Source: an optimization exercise on an open RTL-to-GDS flow (aim: small area and a short achievable clock period). Production flows keep margins and buffers that such runs may drop. At most, simulation tests tie the RTL to the original design; equivalence was not proved.

## lagoon
Design DF_Fir_Tree, start of the top module:
module DF_Fir_Tree (clk, clk_enable, reset, filter_in, filter_out);
  input clk;
  input clk_enable;
  input reset;
  input signed [15:0] filter_in;
  output signed [32:0] filter_out;
  reg signed [15:0] d0, d1, d2, d3, d4, d5, d6, d7;
  reg signed [16:0] pa, pb;
  reg signed [32:0] output_register;
  reg [32:0] Rs, Rc;
  wire signed [16:0] pa_n = (d0 + d4);
  wire signed [16:0] pb_n = (d1 + d3);
  wire t_1 = pb[1] ^ d3[0];
  wire t_2 = pb[1] & d3[0];
  wire t_3, t_4;
  fir_fa ut_3 (.a(pb[2]), .b(pb[0]), .c(d3[1]), .s(t_3), .co(t_4));
  wire t_5, t_6;
  fir_fa ut_5 (.a(~d7[0]), .b(pa[1]), .c(t_2), .s(t_5), .co(t_6));
  wire t_7 = pa[2] ^ d7[1];
  wire t_8 = pa[2] | d7[1];
  wire t_9, t_10;
  fir_fa ut_9 (.a(d0[0]), .b(pa[0]), .c(pb[3]), .s(t_9), .co(t_10));
  wire t_11, t_12;
  fir_fa ut_11 (.a(pb[1]), .b(d3[2]), .c(d6[0]), .s(t_11), .co(t_12));
  wire t_13, t_14;
  fir_fa ut_13 (.a(~pa[1]), .b(t_7), .c(t_4), .s(t_13), .co(t_14));
  ...
Size: ~1700 cells after synthesis, roughly 260 flip-flops.
Settings: LEC_CHECK=0, CAP_MARGIN=20, CORE_MARGIN=2, CORE_UTILIZATION=40, CTS_BUF_LIST=sky130_fd_sc_hd__clkbuf_8, CTS_CLUSTER_DIAMETER=80, CTS_CLUSTER_SIZE=15, PLACE_DENSITY=0.6, SLEW_MARGIN=20, SYNTH_HIERARCHICAL=1, SYNTH_MINIMUM_KEEP_SIZE=0; clock period 13.0 ns.
standard.sh (not shown) runs the stock make flow with config.mk's settings and CLKGATE_MAP_FILE= SYNTH_SCRIPT=/design/flow/synth_recipe.tcl, a recipe that flattens the netlist after the stock synthesis.
==> flow/flow/run.sh <==
#!/bin/bash
# Standard ORFS layout with two changes to how it is optimised:
#  - port buffers use buf_1 instead of the resizer's default pick;
#  - repair_timing aims for extra setup slack on the worst endpoints.
# Everything else (synthesis, floorplan, CTS, routing) is the standard.sh.
set -euo pipefail
bash standard.sh \
  "BUFFER_PORTS_ARGS=-buffer_cell sky130_fd_sc_hd__buf_1" \
  SETUP_SLACK_MARGIN=8.9 \
  TNS_END_PERCENT=10 \
  finish > standard_make.log 2>&1
The flow did not stop early for lagoon: all stages ran, and the layout cleared the timing, design-rule and antenna checks.
Setup changes, lagoon to yarrow
--- a/flow/design.v
+++ b/flow/design.v
@@ -846,14 +846,13 @@
   wire tb_121, tb_122;
   fir_fa utb_121 (.a(Rc[30]), .b(Rs[29]), .c(~Rs[30]), .s(tb_121), .co(tb_122));
   wire tb_123, tb_124;
   fir_fa utb_123 (.a(Rc[31]), .b(Rs[30]), .c(Rs[31]), .s(tb_123), .co(tb_124));
   wire [32:0] n0 = {Rs[31], ~tb_122, ~tb_120, ~tb_118, ~tb_116, ~tb_114, ~tb_112, ~tb_111, ~tb_108, tb_104, ~tb_100, ~tb_99, ~tb_92, tb_86, tb_80, ~tb_74, tb_68, tb_62, ~tb_56, tb_50, tb_44, tb_38, tb_32, tb_26, tb_20, tb_16, tb_12, tb_8, tb_4, tb_3, Rc[2], ~Rs[1], 1'b0};
   wire [32:0] n1 = {~tb_124, ~tb_123, ~tb_121, ~tb_119, ~tb_117, ~tb_115, ~tb_113, tb_110, tb_109, ~tb_107, tb_103, ~tb_96, ~tb_95, ~tb_91, tb_85, tb_79, ~tb_73, tb_67, tb_61, ~tb_55, tb_49, tb_43, tb_37, tb_31, tb_25, tb_19, tb_15, tb_11, tb_7, ~tb_2, tb_1, Rc[1], Rc[0]};
-  wire [32:0] nsum;
-  fir_add33 ucpa (.a(n0), .b(n1), .s(nsum));
+  wire [32:0] nsum = n0 + n1 + 33'd1;
   wire [32:0] sum = ~nsum;
   always @(posedge clk or posedge reset)
     if (reset) begin
       d0 <= 0; d1 <= 0; d2 <= 0; d3 <= 0; d4 <= 0; d5 <= 0; d6 <= 0; d7 <= 0;
       pa <= 0; pb <= 0;
       Rs <= 33'd6414442825;
@@ -877,11 +876,6 @@
 module fir_ha (a, b, s, co);
   input a, b;
   output s, co;
   assign s = a ^ b;
   assign co = a & b;
 endmodule
-module fir_add33 (a, b, s);
-  input [32:0] a, b;
-  output [32:0] s;
-  assign s = a + b + 33'd1;
-endmodule
==> comparison <==
Summary of yarrow over lagoon: proportion of synthesized area in mux cells up 0.39 points, non-clock buffering overhead in the final layout down 1.3 points, die area down about 1.4%, non-clock buffer count down about 22%. The share of layout cells above drive strength 1 in yarrow sits 2.9 points below the value recorded for lagoon. lagoon -> yarrow: routed wire length decreased slightly. Fmax shrinks slightly when moving from lagoon to yarrow. Relative to lagoon, the clock skew of yarrow is higher by 0.0048 ns. Number of vias in the routed layout was higher in lagoon than in yarrow. yarrow vs. lagoon: number of placed cells counting well taps shows a reduction of 1.8%; depth of the worst hold-timing path moved down.
Function not checked in lagoon: the RTL went through the layout flow alone.

* * *

DF_Fir_Tree with an RTL version that a note above also has.
For scale: roughly 1,600 cells after synthesis.
clock: 13.0 ns
lec_check: 0
cap_margin: 20
core_margin: 2
core_utilization: 40
place_density: 0.6
slew_margin: 60
synth_hierarchical: 1
synth_minimum_keep_size: 0
run.sh (not shown) runs the stock make flow with config.mk's settings and CLKGATE_MAP_FILE= SYNTH_SCRIPT=/design/flow/synth_recipe.tcl, a recipe that flattens the netlist after the stock synthesis.
Stock flow here: none of the scripts above is used.
Rerun with:
--- a/flow/design.v
+++ b/flow/design.v
@@ -842,20 +842,19 @@
   wire tb_117, tb_118;
   fir_fa utb_117 (.a(Rc[28]), .b(Rs[27]), .c(~Rs[28]), .s(tb_117), .co(tb_118));
   wire tb_119, tb_120;
   fir_fa utb_119 (.a(Rc[29]), .b(Rs[28]), .c(~Rs[29]), .s(tb_119), .co(tb_120));
   wire tb_121, tb_122;
   fir_fa utb_121 (.a(Rc[30]), .b(Rs[29]), .c(~Rs[30]), .s(tb_121), .co(tb_122));
   wire tb_123, tb_124;
   fir_fa utb_123 (.a(Rc[31]), .b(Rs[30]), .c(Rs[31]), .s(tb_123), .co(tb_124));
-  wire [32:0] n0 = {Rs[31], ~tb_122, ~tb_120, ~tb_118, ~tb_116, ~tb_114, ~tb_112, ~tb_111, ~tb_108, tb_104, ~tb_100, ~tb_99, ~tb_92, tb_86, tb_80, ~tb_74, tb_68, tb_62, ~tb_56, tb_50, tb_44, tb_38, tb_32, tb_26, tb_20, tb_16, tb_12, tb_8, tb_4, tb_3, Rc[2], ~Rs[1], 1'b0};
-  wire [32:0] n1 = {~tb_124, ~tb_123, ~tb_121, ~tb_119, ~tb_117, ~tb_115, ~tb_113, tb_110, tb_109, ~tb_107, tb_103, ~tb_96, ~tb_95, ~tb_91, tb_85, tb_79, ~tb_73, tb_67, tb_61, ~tb_55, tb_49, tb_43, tb_37, tb_31, tb_25, tb_19, tb_15, tb_11, tb_7, ~tb_2, tb_1, Rc[1], Rc[0]};
-  wire [32:0] nsum = n0 + n1 + 33'd1;
-  wire [32:0] sum = ~nsum;
+  wire [32:0] r0 = {~Rs[31], tb_122, tb_120, tb_118, tb_116, tb_114, tb_112, tb_111, tb_108, ~tb_104, tb_100, tb_99, tb_92, ~tb_86, ~tb_80, tb_74, ~tb_68, ~tb_62, tb_56, ~tb_50, ~tb_44, ~tb_38, ~tb_32, ~tb_26, ~tb_20, ~tb_16, ~tb_12, ~tb_8, ~tb_4, ~tb_3, ~Rc[2], Rs[1], 1'b1};
+  wire [32:0] r1 = {tb_124, tb_123, tb_121, tb_119, tb_117, tb_115, tb_113, ~tb_110, ~tb_109, tb_107, ~tb_103, tb_96, tb_95, tb_91, ~tb_85, ~tb_79, tb_73, ~tb_67, ~tb_61, tb_55, ~tb_49, ~tb_43, ~tb_37, ~tb_31, ~tb_25, ~tb_19, ~tb_15, ~tb_11, ~tb_7, tb_2, ~tb_1, ~Rc[1], ~Rc[0]};
+  wire [32:0] sum = r0 + r1;
   always @(posedge clk or posedge reset)
     if (reset) begin
       d0 <= 0; d1 <= 0; d2 <= 0; d3 <= 0; d4 <= 0; d5 <= 0; d6 <= 0; d7 <= 0;
       pa <= 0; pb <= 0;
       Rs <= 33'd6414442825;
       Rc <= 33'd2027188;
       output_register <= 0;
     end else if (clk_enable) begin
Global-route usage went down by 0.49 points; hold slack degrades by 0.0061 ns; clock-buffer cell count went down by 4; critical path depth went down by 5.
No functional check of the RTL was part of the second run of this note.

[what the ideal ports hide]
No port has a modelled driver above. Below, the same layouts with a new extraction and two added sets of constraints.
Step 1 assumes that a clkbuf_16 drives the clock port and a buf_2 every other input.
Step 2 moves the port delays by t, midway between the first and last clock arrival at a register: inputs arrive t later, outputs are due t later. That takes back most of the time a late clock gives input paths.
Slacks: no drivers / after step 1 / after step 2; pairs: no drivers / after step 1.
| run | t, ns | slack for setup (ns) | worst hold slack (ns) | latest minus earliest clock arrival (ns) |
|---|---|---|---|---|
| lagoon | 0.663 | 8.811 / 8.811 / 8.260 | 0.486 / 0.486 / 0.486 | 0.040 / 0.040 |
| yarrow | 0.657 | 8.771 / 8.771 / 8.518 | 0.489 / 0.489 / 0.489 | 0.043 / 0.044 |
| the first run of note 2 | 0.610 | 8.430 / 8.430 / 8.430 | 0.483 / 0.483 / 0.483 | 0.038 / 0.038 |
| the second run of note 2 | 0.627 | 8.612 / 8.612 / 8.406 | 0.477 / 0.477 / 0.477 | 0.017 / 0.017 |
After both steps setup and hold are still met in every run listed. The setup slack of lagoon, which loses most, moves by 0.000 ns with the drivers and by -0.551 ns with both steps.
